This design comes from an exercise in tuning for small area and a short achievable clock period on the open sky130 flow, not from production work.
No functional check of the RTL was part of any run shown here.
Power is estimated from default activity; no workload was simulated.

==> flow/design.v (outline; a module is shown in full before it is edited, if it fits) <==
// module top: 21 lines
// module roba_mid: 17 lines
// module roba_expx: 43 lines
// module roba_expy: 29 lines
// module roba_por: 20 lines
// module roba_in: 185 lines
// module roba_sha: 155 lines
// module roba_shb: 121 lines
// module roba_add: 419 lines
// module g_inv: 1 lines
// module g_nand2: 1 lines
// module g_nor2: 1 lines
// module g_xor2: 1 lines
// module g_xnor2: 1 lines
// module g_a21oi: 1 lines
// module g_o21ai: 1 lines
// module g_o22ai: 1 lines
// module g_nor3: 1 lines
// module g_nor4: 1 lines
// module g_and4: 1 lines
// module g_nand3: 1 lines
// module g_nand4: 1 lines
// module g_a22o: 1 lines
// module g_a31oi: 1 lines
// module g_a41oi: 1 lines
module top (
    input             clk,
    input      [15:0] x,
    input      [15:0] y,
    output reg [31:0] Q_p
);
  // ...
==> flow/flow/run.sh <==
#!/bin/bash
# Own layout flow: the standard ORFS flow with these changes:
#  - synthesis keeps the modules named in KEEP (flattened again at the end, as the standard flow's script
#    does) so that ABC maps each with a script of its own (ABC_PLAN: module:script pairs);
#  - ports get PORT_BUF buffers;
#  - timing repair aims SETUP_MARGIN ns below the clock period.
# Every tool's output goes to a log file in the work folder (and ORFS's own logs under orfs/logs).
set -euo pipefail
WORK=$(pwd)
FLOWDIR=$WORK/flow
source $FLOWDIR/settings.sh

cp config.mk my_config.mk
cat >> my_config.mk <<EOC
export SETUP_SLACK_MARGIN = ${SETUP_MARGIN}
export TNS_END_PERCENT = 100
export BUFFER_PORTS_ARGS = -buffer_cell ${PORT_BUF}
export SYNTH_KEEP_MODULES = ${KEEP:-}
EOC
[ -n "${EXTRA_MK:-}" ] && printf '%b\n' "$EXTRA_MK" >> my_config.mk

# synthesis script: the standard flow's, with abc run once per module of ABC_PLAN, each with its own script
{
  echo "proc abc {args} {"
  echo "  set i [lsearch -exact \$args -script]"
  echo "  foreach {mod scr} {${ABC_PLAN}} {"
  echo "    set a \$args"
  echo "    lset a [expr {\$i + 1}] $FLOWDIR/\$scr"
  echo "    if {[string match roba_exp* \$mod]} { foreach c {${EXP_DU:-}} { lappend a -dont_use \$c } }"
  echo "    yosys abc {*}\$a \$mod"
  echo "  }"
  echo "}"
  cat synth_recipe.tcl
} > my_synth.tcl

make -C "$FLOW_HOME" DESIGN_CONFIG=$WORK/my_config.mk WORK_HOME=$WORK/orfs CLKGATE_MAP_FILE= \
  SYNTH_SCRIPT=$WORK/my_synth.tcl finish > $WORK/make_finish.log 2>&1

RES=$WORK/orfs/results/$FLOW_PLATFORM/top/base
: # left out here: write the final layout as DEF
==> flow/flow/amap.abc <==
strash; dch -f; amap
==> flow/flow/exp.abc <==
strash; dch -f; map -D 900; topo; buffer -N 8; upsize -D 900; dnsize -D 900; stime -p
==> flow/flow/gate.abc <==
strash; map -a
==> flow/flow/settings.sh <==
SETUP_MARGIN=10
PORT_BUF=sky130_fd_sc_hd__buf_1
KEEP="roba_expx roba_expy g_a21oi g_inv g_nand2 g_nor2 g_nor3 g_o21ai g_o22ai g_xnor2 g_xor2 "
ABC_PLAN="roba_expx exp.abc roba_expy exp.abc g_* gate.abc top amap.abc"
EXTRA_MK='export ADDER_MAP_FILE =
export CTS_BUF_LIST = sky130_fd_sc_hd__clkbuf_8
export CTS_CLUSTER_SIZE = 32
export CTS_CLUSTER_DIAMETER = 60
export SKIP_GATE_CLONING = 1
export REMOVE_ABC_BUFFERS = 1'
EXP_DU="sky130_fd_sc_hd__nor4_* sky130_fd_sc_hd__nor3_* sky130_fd_sc_hd__or4_* sky130_fd_sc_hd__or3_* sky130_fd_sc_hd__a211oi_* sky130_fd_sc_hd__a2111oi_* sky130_fd_sc_hd__o2111ai_* sky130_fd_sc_hd__a311oi_* sky130_fd_sc_hd__o311ai_* sky130_fd_sc_hd__a41oi_* sky130_fd_sc_hd__o41ai_* sky130_fd_sc_hd__nor4b_* sky130_fd_sc_hd__nor3b_* sky130_fd_sc_hd__or2_* sky130_fd_sc_hd__and4_* sky130_fd_sc_hd__a221oi_* sky130_fd_sc_hd__o221ai_*"
==> flow/standard.sh <==
#!/bin/bash
# synth_recipe.tcl (not shown) runs the flow's synth.tcl, then flattens the netlist and writes it again
# the make line also repeats each setting of config.mk as NAME=value (left out here)
make -C /OpenROAD-flow-scripts/flow DESIGN_CONFIG=/design/flow/config.mk WORK_HOME=/design/flow/orfs CLKGATE_MAP_FILE= SYNTH_SCRIPT=/design/flow/synth_recipe.tcl "${@:-finish}"
==> flow/config.mk <==
export PLATFORM = sky130hd
export DESIGN_NAME = top
export DESIGN_NICKNAME = top
export VERILOG_FILES = /design/flow/design.v
export SDC_FILE = /design/flow/constraint.sdc
export NUM_CORES = 8
export LEC_CHECK = 0
export CAP_MARGIN = 20
export CORE_MARGIN = 2
export CORE_UTILIZATION = 40
export SLEW_MARGIN = 20
==> flow/constraint.sdc <==
create_clock -name core_clock -period 14.0 [get_ports {clk}]
set_input_delay 2.8000 -clock core_clock [delete_from_list [all_inputs] [get_ports {clk}]]
set_output_delay 2.8000 -clock core_clock [all_outputs]
set_load 0.01 [all_outputs]
==> run summary, run 1 <==
area of placed instances 6540 sq um; fin area 7710 sq um; placed cells 1198; mux cell area share after synthesis 0; Tightest Pin Transition 1.01 ns; CP endpoint kind flip-flop; Max FO, Critical Path 28; status finished clean; Post-Layout Cell Count 1227; top cells by count, synth nor2_1 (175), nand2_1 (152), o22ai_1 (146); power per cell area 134 nW/um^2; syn_area_per_cell 6.38 sq um; first-pass GRT wire length 29300 um; CLK BUF 10; # rows 44; area of the multi-input gates 5300 sq um; asr flop ratio synth 0; biggest area consumer among synthesized cells dfxtp_1; minimum clock period 3.82 ns; clock tree buffer depth 2; clock power share 0.173; Seq/total area 0.169; synth top area cells dfxtp_1 (21%), o22ai_1 (15%), xnor2_1 (13%); routed vias 7018; most frequent cells in the layout nand2_1 (151), nor2_1 (131), xnor2_1 (88); Met3 Routed Length 1010 um; critical path class reg -> reg
==> run 2, diff against run 1 <==
--- a/flow/flow/settings.sh
+++ b/flow/flow/settings.sh
@@ -1,4 +1,4 @@
-SETUP_MARGIN=10
+SETUP_MARGIN=9.75
 PORT_BUF=sky130_fd_sc_hd__buf_1
 KEEP="roba_expx roba_expy g_a21oi g_inv g_nand2 g_nor2 g_nor3 g_o21ai g_o22ai g_xnor2 g_xor2 "
 ABC_PLAN="roba_expx exp.abc roba_expy exp.abc g_* gate.abc top amap.abc"
==> run summary, run 2 <==
Core ar. 14600 sq um; Sw Share 0.444; top sig layer met4; Worst R2R End Q_p[26]; cell mode on critical path o22ai_1; RSZ-0062 raised after global routing yes; share of cells above drive strength 1 0.0790; final worst-path cycle share 0.288; top flop regs Q_p: 32 flops, ax_r: 16 flops, ay_r: 16 flops; leading cell type by number of instances after synthesis nor2_1; commonest non-fill, non-tap cell in the layout nor2_1; largest net degree at the start of global routing 33; Critical Path RT 14.25 ns; crit path cell chain inv_1 > nand3_1 > nor2_2 > o21ai_2 > buf_8 > nor2_1 > a31oi_1 > nand4_1 > buf_4 > buf_4 > o22ai_1 > o22ai_1 > o22ai_1 > o22ai_1 > nor2_1 > nor2_1 > a21oi_1 > o21ai_1 > a21oi_2 > o21ai_0 > xor2_1; synth top area cells dfxtp_1 (21%), o22ai_1 (15%), xnor2_1 (13%); Post-synth EDFFs 0; reg-to-reg slack, setup 9.97 ns; Tightest Pin Transition 1.01 ns (+0.00126 ns); max_cap viols 0; clock latency (worst-skew pair) 0.37 ns; most frequent cells in the layout nor2_1 (165), nand2_1 (152), o22ai_1 (130); critical path's slowest cell dfxtp_1; power per cell area 138 nW/um^2 (+2.9%); max reg flops 32; Synth Register Bits 65; Syn Inst Count 949; root buf cell clkbuf_8; f_max 248 MHz; min-delay worst type reg -> reg; Post-Layout Cell Count 1222 (-0.41%); GRT Util Overall 0.226; biggest area consumer among synthesized cells dfxtp_1; placed cells 1198 (unchanged); top cells by count, synth nor2_1 (175), nand2_1 (152), o22ai_1 (146); Pwr Total 0.976 mW; Setup crit start kind flip-flop; critical path class reg -> reg; Starting Density 0.413; max incr delay on CP 0.41 ns; internal cell power 0.543 mW; # nets final 1066; Synth top area share 0.215; DR vias/cell 5.64; CTS tree done; post-synthesis cell type count 34; # rows 44 (unchanged); CP endpoint kind flip-flop; first-pass GRT wire length 29100 um (-0.66%); metal2 WL 8510 um; routed vias 6892 (-1.8%); Pleak 2.37 nW; worst path bufs/invs 4; FF-to-FF path depth 21; Worst Hold Path Cells 0; main flop type after synthesis dfxtp_1; Hold Vio Cnt, Final 0; asr flop ratio synth 0 (unchanged); share of the yosys chip area belonging to registers 0.215; clock net sink count 65; detailed-route wire length 18700 um; status finished clean; # diodes 0; Mapped Area 6050 sq um; post-route ant nets 0; Num CTS Buffers 9; clock tree buffer depth 2 (unchanged); endpoints failing setup 0; DR pass1 iterations 5; VDD IR max 0.0472 mV; Routed wire per std cell 15.3 um; Max FO, Critical Path 32 (+14%); combinational share of power 0.548; Setup TNS Final 0 ns; Worst slew margin 0.328; fin. max-slew vios 0; die area 16100 sq um; antenna violations before repair 0; number of port buffers 64; CTS clk-pin slew, worst paths 0.07 ns; Initial DRC Count 571; clock power share 0.183 (+0.010); fillers 1571; minimum clock period 4.03 ns (+0.208 ns); area growth from synthesis to layout 16.6%; vias in the first global route 5907; DRT met1 WL 8360 um; Die Width 127 um; delay-heaviest family, CP compound AO/OA/AOI/OAI gates; sequential share of power 0.269; register area 1300 sq um; post-DP HPWL 15000 um; clk_skew 0.0102 ns; hold slack 0.854 ns; Hold Path End Q_p[31]; Critical Path AT 4.28 ns; Yosys warnings 2; area of the multi-input gates 4730 sq um (-11%); CTS H-Tree Depth 3; syn_area_per_cell 6.38 sq um (unchanged); Most flops, register Q_p; Die Height 127 um; RR Startpoint ay_r[13]; Net Switching 0.433 mW; # IOs 65; Met3 Routed Length 1010 um (+0.50%); Hold Crit Start s_r; GP Congestion 0.999; number of remaining DRC errors 0; gr ovfl total 0
[run 2: cell counts after synthesis]
Identical to the previous run, type by type.
[run 2: routing by layer]
layer,track usage,vias up
li1,-,3533
met1,0.285,3075
met2,0.379,233
met3,0.0339,51
met4,0.110,0
met5,0,-
[run 2: per-module statistics from Yosys, one instance, submodules excluded]
module	cells inside	flip-flops and latches	area, sq um	copies in the design
g_a21oi	1	0	5.00	50
g_inv	1	0	3.75	35
g_nand2	1	0	3.75	133
g_nor2	1	0	3.75	155
g_nor3	1	0	5.00	1
g_o21ai	1	0	5.00	69
g_o22ai	1	0	6.26	146
g_xnor2	1	0	8.76	88
g_xor2	1	0	8.76	35
roba_expx	102	0	581	1
roba_expy	44	0	204	1
top	91	65	1470	1
[run 2: worst max-delay path by stage]
stage / start / end / slack [ns] / cells after the start
detailed placement: ax_r[15] / Q_p[30] / 8.64 / 15
global placement: ax_r[15] / Q_p[24] / 8.55 / 15
CTS: ax_r[15] / Q_p[24] / 9.71 / 18
finish: ay_r[13] / Q_p[26] / 9.97 / 21
global route: ax_r[11] / Q_p[26] / 9.69 / 17
floorplan: ax_r[15] / Q_p[30] / 8.19 / 16
[run 2: final cells by class]
class / count / area share
clock buffer: 10 / 0.0195
clock inverter: 6 / 0.0117
inverter: 57 / 0.0333
multi-input combinational: 824 / 0.670
sequential: 65 / 0.185
tap: 184 / 0.0326
timing repair buffer: 76 / 0.0487
[run 2: what timing repair did]
| action | in CTS | in global routing |
|---|---|---|
| setup buffers | 2 | 6 |
| hold buffers | 0 | 0 |
| endpoints found under the hold margin | 0 | 0 |
| setup endpoints to repair | 29 | 25 |
| pin swaps | 1 | 2 |
| resized for setup | 16 | 54 |
| cloned | 0 | 0 |
[run 2: logic make-up after synthesis]
kind of cell | synth area share
AND/OR/NAND/NOR | 0.252
AO/OA/AOI/OAI | 0.316
XOR/XNOR | 0.178
flip-flops | 0.215
buffers and inverters | 0.0386
[run 2: stage by stage]
step                utilization  cell area, sq um  setup slack [ns]
floorplan                     -              6030              8.19
finish                    0.482              7060              9.97
CTS                       0.465              6820              9.71
detailed placement        0.447              6540              8.64
global placement          0.447              6540              8.55
global route              0.482              7060              9.69
[run 2: power groups by stage]
stage | Clock, mW | Sequential, mW | Combinational, mW
4_1_cts | 0.184 | 0.263 | 0.514
3_5_place_dp | 0 | 0.268 | 0.509
2_1_floorplan | 0 | 0.282 | 0.361
3_3_place_gp | 0 | 0.267 | 0.510
5_1_grt | 0.194 | 0.268 | 0.587
6_report | 0.178 | 0.263 | 0.535

[what the ideal ports hide]
No port has a modelled driver above. Below, the same layouts with a new extraction and two added sets of constraints. Step 1 assumes that a clkbuf_16 drives the clock port and a buf_2 every other input. Step 2 also shifts input and output timing later by t, the mid clock arrival at the registers, as if the neighbouring blocks saw the same clock. Slacks: ideal ports / drivers / drivers and shift; pairs: ideal ports / drivers.
run	t, ns	setup WS [ns]	hold slack, ns
run 1	0.400	10.176 / 10.176 / 9.807	0.851 / 0.851 / 0.851
run 2	0.400	9.968 / 9.968 / 9.675	0.854 / 0.854 / 0.854
After both steps setup and hold are still met in every run listed. For run 1, which loses most, drivers alone change the setup slack by 0.000 ns; drivers and shift together by -0.369 ns.
